Background: an optimization exercise with open tools, aiming at small area, a short achievable clock period and few clock cycles. Do not read the settings as production practice.
RTL that was checked went through simulation tests only; none was proved equivalent to the original.
Power and IR drop assume default switching activity.

==> flow/design.v <==
module ALU_add #(
    parameter W = 32,
    parameter L = 24
) (
    input  wire [W-1:0] x,
    input  wire [W-1:0] y,
    input  wire         ci,
    output wire [W-1:0] s,
    output wire         co
);
  wire [L:0] cl;
  wire [W:L] c0, c1;
  wire [W-1:L] s0, s1;
  assign cl[0] = ci;
  genvar i;
  generate
    for (i = 0; i < L; i = i + 1) begin : g_lo
      assign s[i] = x[i] ^ y[i] ^ cl[i];
      assign cl[i+1] = (x[i] & y[i]) | (x[i] & cl[i]) | (y[i] & cl[i]);
    end
    assign c0[L] = 1'b0;
    assign c1[L] = 1'b1;
    for (i = L; i < W; i = i + 1) begin : g_hi
      assign s0[i] = x[i] ^ y[i] ^ c0[i];
      assign c0[i+1] = (x[i] & y[i]) | (x[i] & c0[i]) | (y[i] & c0[i]);
      assign s1[i] = x[i] ^ y[i] ^ c1[i];
      assign c1[i+1] = (x[i] & y[i]) | (x[i] & c1[i]) | (y[i] & c1[i]);
    end
  endgenerate
  assign s[W-1:L] = cl[L] ? s1 : s0;
  assign co = cl[L] ? c1[W] : c0[W];
endmodule
module ALU_bitlen (
    input  wire [31:0] x,
    output reg  [ 5:0] n
);
  integer i;
  always @(*) begin
    n = 6'd0;
    for (i = 0; i < 32; i = i + 1) if (x[i]) n = i + 1;
  end
endmodule
module alu_unit (
    input  wire        clk,
    input  wire        rst,
    input  wire        in_valid,
    output wire        in_ready,
    input  wire [ 4:0] in_op,
    input  wire [31:0] in_a,
    input  wire [31:0] in_b,
    output reg         out_valid,
    output reg  [31:0] out_result,
    output reg         out_exc
);
  reg        rdy;    
  reg        busy;   
  reg        v1;
  reg [ 4:0] op1;
  reg [31:0] a1;
  reg [31:0] b1;
  reg        first;  
  reg [ 4:0] cnt;    
  reg        bprev;  
  assign in_ready = rdy;
  wire acc     = in_valid & ~busy;
  wire in_long = (in_op[4:1] == 4'b0111);   
  wire o_add  = (op1 == 5'b00000);
  wire o_sub  = (op1 == 5'b00001);
  wire o_slt  = (op1 == 5'b00010);
  wire o_sltu = (op1 == 5'b00011);
  wire o_sll  = (op1 == 5'b01000);
  wire o_srl  = (op1 == 5'b01001);
  wire o_sra  = (op1 == 5'b01010);
  wire o_mul  = (op1 == 5'b01110);
  wire o_div  = (op1 == 5'b01111);
  wire o_sh   = o_sll | o_srl | o_sra;
  wire [5:0] la, lb;
  ALU_bitlen u_la (.x(a1), .n(la));
  ALU_bitlen u_lb (.x(b1), .n(lb));
  wire       b_zero   = (lb == 6'd0);
  wire [6:0] ldiff    = {1'b0, la} - {1'b0, lb};
  wire       div_triv = b_zero | ldiff[6];   
  wire [4:0] d        = ldiff[4:0];          
  wire        sh_b    = o_div | o_mul;   
  wire        sh_left = o_sll | (o_div & first);
  wire [31:0] sh_in = sh_b ? b1 : a1;
  wire [31:0] sh_hi = sh_left ? {1'b0, sh_in[31:1]} : {32{o_sra & a1[31]}};
  wire [31:0] sh_lo = sh_left ? {sh_in[0], 31'b0} : sh_in;
  wire [ 4:0] sh_amt = o_mul ? 5'd4 : o_div ? (first ? ~d : 5'd1) : (o_sll ? ~b1[4:0] : b1[4:0]);
  wire [62:0] f0 = {sh_hi[30:0], sh_lo};
  wire [46:0] f1 = sh_amt[4] ? f0[62:16] : f0[46:0];
  wire [38:0] f2 = sh_amt[3] ? f1[46:8] : f1[38:0];
  wire [34:0] f3 = sh_amt[2] ? f2[38:4] : f2[34:0];
  wire [32:0] f4 = sh_amt[1] ? f3[34:2] : f3[32:0];
  wire [31:0] sh_res = sh_amt[0] ? f4[32:1] : f4[31:0];
  wire o_and  = (op1 == 5'b00100);
  wire o_nor  = (op1 == 5'b00101);
  wire o_or   = (op1 == 5'b00110);
  wire o_xor  = (op1 == 5'b00111);
  wire o_lui  = (op1 == 5'b01011);
  wire o_andn = (op1 == 5'b01100);
  wire o_orn  = (op1 == 5'b01101);
  wire arith_sub = o_sub | o_slt | o_sltu | o_div;
  wire inv_b  = arith_sub | o_nor | o_andn | o_orn;   
  wire neg_a  = o_nor;                                 
  wire zero_a = o_lui;                                 
  wire ones_q = o_or | o_orn;                          
  wire sel_c  = o_and | o_nor | o_andn | o_or | o_orn;
  function [32:0] booth_row;   
    input [31:0] a;
    input [2:0] bits;
    input ones;   
    reg one, two, neg;
    begin
      one = bits[1] ^ bits[0];
      two = (bits == 3'b100) | (bits == 3'b011);
      neg = bits[2] & ~(bits[1] & bits[0]) | (bits == 3'b000) & ones;
      booth_row = {neg, ({32{one}} & a | {32{two}} & {a[30:0], 1'b0}) ^ {32{neg}}};
    end
  endfunction
  wire [ 2:0] r0b = o_mul ? {b1[1:0], bprev & ~first}
                          : (zero_a ? 3'b000 : (neg_a ? 3'b101 : 3'b010));
  wire [ 2:0] r1b = o_mul ? b1[3:1] : 3'b000;
  wire [32:0] r0 = booth_row(a1, r0b, 1'b0);
  wire [32:0] r1 = booth_row(a1, r1b, ones_q);
  wire        n0 = r0[32];
  wire        n1 = r1[32];
  wire [31:0] m_acc = o_mul ? (first ? 32'b0 : out_result) : (b1 ^ {32{inv_b}});
  wire [31:0] m_p = r0[31:0];
  wire [31:0] m_q = {r1[29:0], n1, n1};   
  wire [31:0] csa_s = m_acc ^ m_p ^ m_q;
  wire [31:0] csa_c = (m_acc & m_p) | (m_acc & m_q) | (m_p & m_q);
  wire        mul_last = ((b1[31:4] == 28'b0) & ~b1[3]) | (a1[27:0] == 28'b0);
  wire        mul_next_last = ((b1[31:8] == 24'b0) & ~b1[7]) | (a1[23:0] == 24'b0);
  wire [31:0] sum;
  wire        acout;
  ALU_add #(.W(32), .L(16)) u_add (.x(csa_s), .y({csa_c[30:0], n1}), .ci(o_mul ? n0 : arith_sub),
                                   .s(sum), .co(acout));
  wire        cout = acout | csa_c[31];   
  wire ovf  = (a1[31] ~^ m_acc[31]) & (a1[31] ^ sum[31]);
  wire slt  = (a1[31] & ~b1[31]) | ((a1[31] ~^ b1[31]) & sum[31]);
  wire sltu = ~cout;
  wire q    = cout;   
  wire [31:0] quo = {out_result[30:0], q};
  wire sel_sum = o_add | o_sub | o_mul | o_lui;
  wire sel_b0  = o_slt | o_sltu;
  wire [31:0] lg_res = ({32{sel_c}} & csa_c) | ({32{o_xor}} & csa_s);
  wire [31:0] res_ops = ({32{sel_sum}} & sum) | ({32{o_sh}} & sh_res) | lg_res
                      | {31'b0, sel_b0 & (o_slt ? slt : sltu)};
  wire exc_ops = (o_add | o_sub) & ovf;
  wire mul_go = v1 & o_mul;
  wire div_go = v1 & o_div;
  always @(posedge clk) begin
    if (~busy) begin
      op1 <= in_op;
      a1  <= in_a;
      b1  <= in_b;
    end else begin
      if (o_mul) a1 <= {a1[27:0], 4'b0};
      else if (~first & q) a1 <= sum;   
      b1 <= sh_res;   
    end
    first <= ~busy;
    bprev <= b1[3];
    cnt   <= first ? d : cnt - 5'd1;
    if (div_go)
      out_result <= first ? 32'b0 : quo;
    else
      out_result <= res_ops;
    out_exc <= div_go ? first & b_zero : exc_ops;
  end
  always @(posedge clk) begin
    if (rst) begin
      rdy       <= 1'b1;
      busy      <= 1'b0;
      v1        <= 1'b0;
      out_valid <= 1'b0;
    end else begin
      out_valid <= 1'b0;
      v1        <= 1'b0;
      if (mul_go) begin
        if (mul_last) begin
          out_valid <= 1'b1;
          rdy       <= 1'b1;
      busy      <= 1'b0;
        end else begin
          v1 <= 1'b1;
          if (mul_next_last) begin
            rdy  <= 1'b1;
            busy <= 1'b0;
          end
        end
      end else if (div_go) begin
        if (first ? div_triv : cnt == 5'd0) begin
          out_valid <= 1'b1;
          rdy       <= 1'b1;
      busy      <= 1'b0;
        end else begin
          v1 <= 1'b1;
          if (first ? d == 5'd0 : cnt == 5'd1) begin
            rdy  <= 1'b1;
            busy <= 1'b0;
          end
        end
      end else begin
        out_valid <= v1;
      end
      if (acc) begin
        v1  <= 1'b1;
        rdy  <= ~in_long;
        busy <= in_long;
      end
    end
  end
endmodule
==> flow/config.mk <==
export PLATFORM = sky130hd
export DESIGN_NAME = alu_unit
export DESIGN_NICKNAME = alu_unit
export VERILOG_FILES = /design/flow/design.v
export SDC_FILE = /design/flow/constraint.sdc
export NUM_CORES = 4
export LEC_CHECK = 0
export ABC_AREA = 1
export CAP_MARGIN = 20
export CORE_MARGIN = 2
export CORE_UTILIZATION = 40
export PLACE_DENSITY = 0.6
export SLEW_MARGIN = 20
==> flow/constraint.sdc <==
create_clock -name core_clock -period 64.0 [get_ports {clk}]
set_input_delay 12.8000 -clock core_clock [delete_from_list [all_inputs] [get_ports {clk}]]
set_output_delay 12.8000 -clock core_clock [all_outputs]
set_load 0.01 [all_outputs]
standard.sh (not shown) runs the stock make flow with config.mk's settings and CLKGATE_MAP_FILE= SYNTH_SCRIPT=/design/flow/synth_recipe.tcl, a recipe that flattens the netlist after the stock synthesis.
==> flow/flow/run.sh <==
#!/bin/bash
set -e
export BUFFER_PORTS_ARGS="-buffer_cell sky130_fd_sc_hd__buf_1"
cp standard.sh standard.sh.copy.txt
bash standard.sh > standard.log 2>&1
==> next run, changes <==
--- a/flow/design.v
+++ b/flow/design.v
@@ -79,16 +79,15 @@
   ALU_bitlen u_lb (.x(b1), .n(lb));
   wire       b_zero   = (lb == 6'd0);
   wire [6:0] ldiff    = {1'b0, la} - {1'b0, lb};
   wire       div_triv = b_zero | ldiff[6];   
   wire [4:0] d        = ldiff[4:0];          
-  wire        sh_b    = o_div | o_mul;   
-  wire        sh_left = o_sll | (o_div & first);
-  wire [31:0] sh_in = sh_b ? b1 : a1;
+  wire        sh_left = ~(o_srl | o_sra);
+  wire [31:0] sh_in = o_div ? b1 : a1;
   wire [31:0] sh_hi = sh_left ? {1'b0, sh_in[31:1]} : {32{o_sra & a1[31]}};
   wire [31:0] sh_lo = sh_left ? {sh_in[0], 31'b0} : sh_in;
-  wire [ 4:0] sh_amt = o_mul ? 5'd4 : o_div ? (first ? ~d : 5'd1) : (o_sll ? ~b1[4:0] : b1[4:0]);
+  wire [ 4:0] sh_amt = o_div ? ~d : (o_sll ? ~b1[4:0] : b1[4:0]);
   wire [62:0] f0 = {sh_hi[30:0], sh_lo};
   wire [46:0] f1 = sh_amt[4] ? f0[62:16] : f0[46:0];
   wire [38:0] f2 = sh_amt[3] ? f1[46:8] : f1[38:0];
   wire [34:0] f3 = sh_amt[2] ? f2[38:4] : f2[34:0];
   wire [32:0] f4 = sh_amt[1] ? f3[34:2] : f3[32:0];
@@ -99,32 +98,32 @@
   wire o_xor  = (op1 == 5'b00111);
   wire o_lui  = (op1 == 5'b01011);
   wire o_andn = (op1 == 5'b01100);
   wire o_orn  = (op1 == 5'b01101);
   wire arith_sub = o_sub | o_slt | o_sltu | o_div;
-  wire inv_b  = arith_sub | o_nor | o_andn | o_orn;   
-  wire neg_a  = o_nor;                                 
-  wire zero_a = o_lui;                                 
-  wire ones_q = o_or | o_orn;                          
+  wire inv_b  = arith_sub | o_nor | o_andn | o_or;   
+  wire neg_a  = o_nor | o_or | o_orn;                 
+  wire zero_a = o_lui;                                
   wire sel_c  = o_and | o_nor | o_andn | o_or | o_orn;
+  wire inv_c  = o_or | o_orn;
+  wire sel_s  = o_xor | o_lui;
   function [32:0] booth_row;   
     input [31:0] a;
     input [2:0] bits;
-    input ones;   
     reg one, two, neg;
     begin
       one = bits[1] ^ bits[0];
       two = (bits == 3'b100) | (bits == 3'b011);
-      neg = bits[2] & ~(bits[1] & bits[0]) | (bits == 3'b000) & ones;
+      neg = bits[2] & ~(bits[1] & bits[0]);
       booth_row = {neg, ({32{one}} & a | {32{two}} & {a[30:0], 1'b0}) ^ {32{neg}}};
     end
   endfunction
   wire [ 2:0] r0b = o_mul ? {b1[1:0], bprev & ~first}
                           : (zero_a ? 3'b000 : (neg_a ? 3'b101 : 3'b010));
   wire [ 2:0] r1b = o_mul ? b1[3:1] : 3'b000;
-  wire [32:0] r0 = booth_row(a1, r0b, 1'b0);
-  wire [32:0] r1 = booth_row(a1, r1b, ones_q);
+  wire [32:0] r0 = booth_row(a1, r0b);
+  wire [32:0] r1 = booth_row(a1, r1b);
   wire        n0 = r0[32];
   wire        n1 = r1[32];
   wire [31:0] m_acc = o_mul ? (first ? 32'b0 : out_result) : (b1 ^ {32{inv_b}});
   wire [31:0] m_p = r0[31:0];
   wire [31:0] m_q = {r1[29:0], n1, n1};   
@@ -140,27 +139,29 @@
   wire ovf  = (a1[31] ~^ m_acc[31]) & (a1[31] ^ sum[31]);
   wire slt  = (a1[31] & ~b1[31]) | ((a1[31] ~^ b1[31]) & sum[31]);
   wire sltu = ~cout;
   wire q    = cout;   
   wire [31:0] quo = {out_result[30:0], q};
-  wire sel_sum = o_add | o_sub | o_mul | o_lui;
+  wire sel_sum = o_add | o_sub | o_mul;
   wire sel_b0  = o_slt | o_sltu;
-  wire [31:0] lg_res = ({32{sel_c}} & csa_c) | ({32{o_xor}} & csa_s);
+  wire [31:0] lg_res = ({32{sel_c}} & (csa_c ^ {32{inv_c}})) | ({32{sel_s}} & csa_s);
   wire [31:0] res_ops = ({32{sel_sum}} & sum) | ({32{o_sh}} & sh_res) | lg_res
                       | {31'b0, sel_b0 & (o_slt ? slt : sltu)};
   wire exc_ops = (o_add | o_sub) & ovf;
   wire mul_go = v1 & o_mul;
   wire div_go = v1 & o_div;
   always @(posedge clk) begin
     if (~busy) begin
       op1 <= in_op;
       a1  <= in_a;
       b1  <= in_b;
-    end else begin
-      if (o_mul) a1 <= {a1[27:0], 4'b0};
-      else if (~first & q) a1 <= sum;   
-      b1 <= sh_res;   
+    end else if (o_mul) begin
+      a1 <= {a1[27:0], 4'b0};
+      b1 <= {4'b0, b1[31:4]};
+    end else begin   
+      if (~first & q) a1 <= sum;
+      b1 <= first ? sh_res : {1'b0, b1[31:1]};
     end
     first <= ~busy;
     bprev <= b1[3];
     cnt   <= first ? d : cnt - 5'd1;
     if (div_go)
The changed run finished with timing, DRC and antenna clean.
Routed wire length rises by 9.9%.
Global-route usage rises by 2.0 points.
Clock power falls by about 7%.
Total power rises by 3.9%.
Setup slack improved by 720 ps.
Sequential power hardly moves.
Synthesized cell count rises by 5.9%.
Testbench counts after the change, summed over its fixed seeds: cycles 39,421.
For the first run of this note, only the layout was checked, not whether the RTL still works.

==> re-timing with driven ports <==
No port has a modelled driver above. Below, the same layouts with a new extraction and two added sets of constraints. Step 1, drivers: a clkbuf_16 drives clk and a buf_2 each remaining input, both assumed. Step 2 times the ports against the registers' clock, not the clock port: input delays grow and output delays shrink by t, the midpoint of the rising clock arrivals with the driver on. Three values: ideal ports, drivers, drivers and shift; two values: the first two.
| run | shift t [ns] | setup slack, ns | hold WS [ns] | worst setup path after step 2 |
|---|---|---|---|---|
| the first run | 0.499 | 49.374 / 49.374 / 49.374 | 0.460 / 0.460 / 0.460 | register to register |
| the second run | 0.493 | 50.094 / 50.043 / 50.058 | 0.464 / 0.464 / 0.464 | input to register |
After both steps setup and hold are still met in every run listed. For the second run, which loses most, drivers alone change the setup slack by -0.051 ns; drivers and shift together by -0.036 ns.
